Context: an optimization exercise on an open-source flow, tuned for small area, a short achievable clock period and few clock cycles per item. The choices shown serve that exercise and are no tape-out recipe. RTL that was checked went through simulation tests only; none was proved equivalent to the original. Power and IR drop assume default switching activity.

== alpha ==
Design mac, start of the top module:
module mac (
    input  wire        clk,
    input  wire        rst,
    input  wire [31:0] x,
    input  wire [31:0] y,
    input  wire        start,
    output wire [31:0] z,
    output wire        busy
  );
Size: about 630 cells after synthesis, ~38 flip-flops, roughly 100 I/O pins.
Settings: LEC_CHECK=0, CAP_MARGIN=20, CORE_MARGIN=2, CORE_UTILIZATION=40, SETUP_SLACK_MARGIN=2.5, SLEW_MARGIN=20, SYNTH_HIERARCHICAL=1, SYNTH_MINIMUM_KEEP_SIZE=0; clock period 7.0 ns.
standard.sh (not shown) runs the stock make flow with config.mk's settings and CLKGATE_MAP_FILE= SYNTH_SCRIPT=/design/flow/synth_recipe.tcl, a recipe that flattens the netlist after the stock synthesis.
==> flow/flow/run.sh <==
#!/bin/bash
# The standard layout (standard.sh), with port buffers of the given cell instead
# of the one buffer_ports picks by default.  make's output goes to standard.log;
# ORFS keeps each step's log under orfs/logs.
set -euo pipefail
export BUFFER_PORTS_ARGS="-buffer_cell sky130_fd_sc_hd__buf_2"
bash standard.sh > standard.log 2>&1
alpha did not stop at any stage, and its layout met the timing, DRC and antenna checks.
Testbench counts of alpha, summed over its fixed seeds: cycles 512, items 512.
Input changes introduced in beta (baseline for comparison: alpha):
Settings: SETUP_SLACK_MARGIN: 2.5 -> 2.35; CORE_UTILIZATION: 40 -> 75.
Notes after the runs:
Between alpha and beta, part of the cycle the worst path needs is higher for beta, alpha comes in under that.
Routed wire length was higher in beta than in alpha.
The detailed-route wire length on metal 1 in beta was lower than what alpha gave.
Power: beta draws more than alpha
beta vs. alpha: share of total power in the clock network did not really move, chip width went down, final cell count down 11%, via count of the first global-routing pass went up, hold slack went down.
#### Input delta (gamma over beta)
Settings: CORE_UTILIZATION now 40, was 75.
Results
Higher die span in y among gamma and beta: gamma
Compared to beta, gamma reaches a higher achievable clock.
gamma vs. beta: worst-case hold slack has increased, power consumption has decreased.
beta → gamma: clock period minus final worst setup slack fell 0.068 ns, total clock network power saw little to no change.
Inputs modified between gamma and delta:
Settings: putting PLACE_DENSITY at 0.95 where nothing was set.
==> run notes <==
- Going from gamma to delta, headroom to the max-slew limit grows by 3.3 points.
- delta against gamma: area added between synthesis and finish level, final area held steady, core utilization held steady, wire length after detailed routing moved down, number of global-route vias before repair climbed 389.


Setup of exp/raven:
mac, a different RTL version from the one above (not shown whole).
Size: roughly 680 cells after synthesis, ~38 flip-flops, ~100 I/O pins, roughly 0.0079 mm2 of cells after synthesis.
export LEC_CHECK = 0
export CAP_MARGIN = 20
export CORE_MARGIN = 2
export CORE_UTILIZATION = 40
export SETUP_SLACK_MARGIN = 2.35
export SLEW_MARGIN = 20
export SYNTH_HIERARCHICAL = 1
export SYNTH_MINIMUM_KEEP_SIZE = 0
create_clock -name core_clock -period 7.0 [get_ports {clk}]
Scripts as last shown in full above: flow/flow/run.sh
Testbench counts of exp/raven, summed over its fixed seeds: cycles 512, items 512.
What exp/juniper does differently from exp/raven at the input level:
- clearing SETUP_SLACK_MARGIN, which used to be 2.35
Findings:
- exp/juniper vs. exp/raven: via count of the first global-routing pass decreased about 3.6%; share of total power in the clock network increased 0.4 points; data required time of the worst path decreased 1430 ps.
- exp/raven -> exp/juniper: design area decreased slightly
- exp/juniper -> exp/raven: overall routing resource usage flat
- Compared with exp/raven, exp/juniper shows fraction of the core area covered by cells at the end of the flow lower by 0.76 points.
Inputs modified between exp/juniper and exp/zinc:
- putting SETUP_SLACK_MARGIN at 2.45 where nothing was set
Findings:
- exp/zinc was carried through to the last stage, and its layout satisfied the timing, DRC and antenna checks.
- Of exp/zinc and exp/juniper, it is exp/zinc that has the higher final-layout non-clock buffer area share.
- exp/zinc ended up with r[35] as its end point of the critical path; exp/juniper ended up with z[24].
- [compare] base=exp/juniper new=exp/zinc: area of combinational cells with multiple inputs moved up, worst setup slack moved up, fmax moved up, wire length of the first global-routing pass moved up.
- ~same met3 usage in global routing in exp/zinc and exp/juniper


v43:
RTL: one of the versions met above, not the one the previous note started from.
For scale: roughly 630 cells after synthesis, about 38 flip-flops, roughly 100 I/O pins, about 0.0077 sq mm of cells after synthesis.
==> flow/design.v (excerpt) <==
module mac (
    input  wire        clk,
    input  wire        rst,
    input  wire [31:0] x,
    input  wire [31:0] y,
    input  wire        start,
    output wire [31:0] z,
    output wire        busy
  );
  wire pp1 = ~(x[0] & y[0]);
  wire pp2 = ~(x[0] & y[1]);
  wire pp3 = ~(x[0] & y[2]);
  wire pp4 = ~(x[0] & y[3]);
  wire pp5 = ~(x[0] & y[4]);
  wire pp6 = ~(x[0] & y[5]);
  wire pp7 = ~(x[0] & y[6]);
  wire pp8 = x[0] & y[7];
  wire pp9 = ~(x[1] & y[0]);
  wire pp10 = ~(x[1] & y[1]);
  wire pp11 = ~(x[1] & y[2]);
  wire pp12 = ~(x[1] & y[3]);
  wire pp13 = ~(x[1] & y[4]);
  wire pp14 = ~(x[1] & y[5]);
  wire pp15 = ~(x[1] & y[6]);
  wire pp16 = x[1] & y[7];
  wire pp17 = ~(x[2] & y[0]);
  wire pp18 = ~(x[2] & y[1]);
  wire pp19 = ~(x[2] & y[2]);
  wire pp20 = ~(x[2] & y[3]);
  wire pp21 = ~(x[2] & y[4]);
  wire pp22 = ~(x[2] & y[5]);
  wire pp23 = ~(x[2] & y[6]);
  wire pp24 = x[2] & y[7];
  wire pp25 = ~(x[3] & y[0]);
  wire pp26 = ~(x[3] & y[1]);
  wire pp27 = ~(x[3] & y[2]);
  ...
clock: 7.0 ns
lec_check: 0
cap_margin: 20
core_margin: 2
core_utilization: 60
setup_slack_margin: 2.35
slew_margin: 20
synth_hierarchical: 1
synth_minimum_keep_size: 0
Scripts as last shown in full above: flow/flow/run.sh
v43: all stages complete, timing, DRC and antenna checks passed
Testbench counts of v43, summed over its fixed seeds: cycles 512, items 512.
### v43 -> v20
# v43
export LEC_CHECK = 0
export CAP_MARGIN = 20
export CORE_MARGIN = 2
export CORE_UTILIZATION = 60
export SETUP_SLACK_MARGIN = 2.35
export SLEW_MARGIN = 20
export SYNTH_HIERARCHICAL = 1
export SYNTH_MINIMUM_KEEP_SIZE = 0
create_clock -name core_clock -period 7.0 [get_ports {clk}]
# v20
export LEC_CHECK = 0
export CAP_MARGIN = 20
export CORE_MARGIN = 2
export CORE_UTILIZATION = 40
export PLACE_DENSITY = 0.85
export SETUP_SLACK_MARGIN = 2.35
export SLEW_MARGIN = 20
export SYNTH_HIERARCHICAL = 1
export SYNTH_MINIMUM_KEEP_SIZE = 0
create_clock -name core_clock -period 7.0 [get_ports {clk}]
### Flow results
Global-route wire length before repair in v20 is about 4.4% above v43.
A critical path endpoint of r[18]$_DFFE_PP_ is what v20 shows, while r[11]$_DFFE_PP_ belongs to v43.
Summary of v20 over v43: remaining antenna violation count after routing shows no meaningful change; all-layer global routing usage lower; final period utilization shrank by 0.64 points; overall routed net length fell by about 0.6%.
On clock-pin slew reported for the worst setup and hold paths after clock tree synthesis, v20 tracks v43 almost exactly.
For v15, these inputs were changed with respect to v20:
# v20
export LEC_CHECK = 0
export CAP_MARGIN = 20
export CORE_MARGIN = 2
export CORE_UTILIZATION = 40
export PLACE_DENSITY = 0.85
export SETUP_SLACK_MARGIN = 2.35
export SLEW_MARGIN = 20
export SYNTH_HIERARCHICAL = 1
export SYNTH_MINIMUM_KEEP_SIZE = 0
create_clock -name core_clock -period 7.0 [get_ports {clk}]
# v15
export LEC_CHECK = 0
export CAP_MARGIN = 20
export CORE_MARGIN = 2
export CORE_UTILIZATION = 40
export SLEW_MARGIN = 20
export SYNTH_HIERARCHICAL = 1
export SYNTH_MINIMUM_KEEP_SIZE = 0
create_clock -name core_clock -period 7.0 [get_ports {clk}]
The core of v15 is less densely filled than that of v20.
Taking v20 as the reference, in v15 power density normalized to cell area shrank by about 2.6%, period utilization increased by 1.3 points relative to the old numbers.
Comparing v15 and v20, the higher portion of the layout cell area used by non-clock buffers was measured on v20.
Re maximum count of clock buffers along a single path: no difference whatsoever between v15 and v20.
The setup slack number comes out lower for v15 vs v20.
> inputs changed (v15 -> v56)
# v15
export LEC_CHECK = 0
export CAP_MARGIN = 20
export CORE_MARGIN = 2
export CORE_UTILIZATION = 40
export SLEW_MARGIN = 20
export SYNTH_HIERARCHICAL = 1
export SYNTH_MINIMUM_KEEP_SIZE = 0
create_clock -name core_clock -period 7.0 [get_ports {clk}]
# v56
export LEC_CHECK = 0
export CAP_MARGIN = 20
export CORE_MARGIN = 2
export CORE_UTILIZATION = 40
export SETUP_SLACK_MARGIN = 2.35
export SLEW_MARGIN = 20
export SYNTH_HIERARCHICAL = 1
export SYNTH_MINIMUM_KEEP_SIZE = 0
create_clock -name core_clock -period 7.0 [get_ports {clk}]
diff --git a/flow/flow/run.sh b/flow/flow/run.sh
--- a/flow/flow/run.sh
+++ b/flow/flow/run.sh
@@ -6 +6 @@
-export BUFFER_PORTS_ARGS="-buffer_cell sky130_fd_sc_hd__buf_2"
+export BUFFER_PORTS_ARGS="-buffer_cell sky130_fd_sc_hd__buf_1"
- v56 against v15: share of the clock period used by the worst path has decreased, number of vias after detailed routing now larger.
- All of v15 and v56 finish clean.
- Re maximum frequency: v56 is about 1.8% up on v15.


## before
mac, a different RTL version from the one above (not shown whole).
==> flow/config.mk <==
export PLATFORM = sky130hd
export DESIGN_NAME = mac
export DESIGN_NICKNAME = mac
export VERILOG_FILES = /design/flow/design.v
export SDC_FILE = /design/flow/constraint.sdc
export NUM_CORES = 4
export LEC_CHECK = 0
export CAP_MARGIN = 20
export CORE_MARGIN = 2
export CORE_UTILIZATION = 40
export SETUP_SLACK_MARGIN = 2.75
export SLEW_MARGIN = 20
export SYNTH_HIERARCHICAL = 1
export SYNTH_MINIMUM_KEEP_SIZE = 0
==> flow/constraint.sdc <==
create_clock -name core_clock -period 7.0 [get_ports {clk}]
set_input_delay 1.4000 -clock core_clock [delete_from_list [all_inputs] [get_ports {clk}]]
set_output_delay 1.4000 -clock core_clock [all_outputs]
set_load 0.01 [all_outputs]
==> flow/flow/run.sh <==
#!/bin/bash
# The standard layout (standard.sh), with port buffers of the given cell instead
# of the one buffer_ports picks by default.  make's output goes to standard.log;
# ORFS keeps each step's log under orfs/logs.
set -euo pipefail
export BUFFER_PORTS_ARGS="-buffer_cell sky130_fd_sc_hd__buf_2"
bash standard.sh > standard.log 2>&1
Both conditions hold for before: the flow ran to the end and the final layout passed the timing, DRC and antenna checks.
### before -> after
diff --git a/flow/config.mk b/flow/config.mk
--- a/flow/config.mk
+++ b/flow/config.mk
@@ -10,3 +10,3 @@
 export CORE_UTILIZATION = 40
-export SETUP_SLACK_MARGIN = 2.75
+export SETUP_SLACK_MARGIN = 2.6
 export SLEW_MARGIN = 20
--- outcome ---
after: full flow OK, the timing, DRC and antenna checks passed. Re minimum clock period: after is 0.040 ns down on before. Between after and before, it is after whose count of filler cells inserted in the layout is lower, by 18. Core utilization for after is lower than for before. Changes observed in after relative to before: top achievable clock speed moved up, register fraction of the total cell area now larger, number of violations reported at the end of detailed-routing iteration 0 rose 40. Share of the final layout cell area in multi-input gates: after and before compared, higher one is after. Global-route usage delta (before -> after): insignificant. Looking at standard cell with the maximum stage delay on the critical path, the sky130_fd_sc_hd__fa_1 result is from after; the sky130_fd_sc_hd__fa_2 one comes from before.
No functional check of the RTL was part of any run of this note.

-- separate check: timing with driven ports --
Ports are ideal in the flow. The routed layouts listed here were re-timed in OpenROAD. Step 1, drivers: a clkbuf_16 drives clk and a buf_2 each remaining input, both assumed. Step 2 adds t to the input delays and takes it off the output delays; t is the mean of the earliest and latest rising clock arrival at the registers after step 1. Input paths then give back, and output paths get back, about the clock's delay inside the block. Slacks: no drivers / after step 1 / after step 2; pairs: no drivers / after step 1.
run | t (ns) | setup slack, ns | worst hold slack (ns) | worst setup path at the end | clock arrival spread, ns
alpha | 0.329 | 2.496 / 2.479 / 2.150 | 1.651 / 1.639 / 1.877 | input to register | 0.011 / 0.010
beta | 0.321 | 2.325 / 2.334 / 2.013 | 1.636 / 1.624 / 1.895 | input to register | 0.009 / 0.008
gamma | 0.329 | 2.393 / 2.408 / 2.079 | 1.689 / 1.664 / 1.870 | input to register | 0.007 / 0.007
delta | 0.318 | 2.358 / 2.357 / 2.040 | 1.635 / 1.618 / 1.879 | input to register | 0.009 / 0.009
exp/raven | 0.331 | 2.426 / 2.426 / 2.096 | 1.651 / 1.632 / 1.871 | input to register | 0.004 / 0.003
exp/juniper | 0.334 | 2.270 / 2.228 / 1.986 | 1.635 / 1.614 / 1.875 | input to register | 0.003 / 0.002
exp/zinc | 0.331 | 2.496 / 2.493 / 2.163 | 1.621 / 1.616 / 1.872 | input to register | 0.005 / 0.005
v43 | 0.323 | 2.349 / 2.368 / 2.045 | 1.639 / 1.616 / 1.871 | input to register | 0.008 / 0.008
v20 | 0.323 | 2.394 / 2.413 / 2.090 | 1.663 / 1.645 / 1.875 | input to register | 0.008 / 0.007
v15 | 0.324 | 2.304 / 2.316 / 1.992 | 1.683 / 1.668 / 1.877 | input to register | 0.006 / 0.007
v56 | 0.322 | 2.387 / 2.405 / 2.083 | 1.657 / 1.635 / 1.867 | input to register | 0.007 / 0.007
before | 0.323 | 2.220 / 2.181 / 2.465 | 1.660 / 1.644 / 1.891 | input to register | 0.012 / 0.012
after | 0.319 | 2.261 / 2.223 / 2.457 | 1.657 / 1.640 / 1.883 | input to register | 0.011 / 0.010
After both steps setup and hold are still met in every run listed. The setup slack of alpha, which loses most, moves by -0.017 ns with the drivers and by -0.346 ns with both steps.
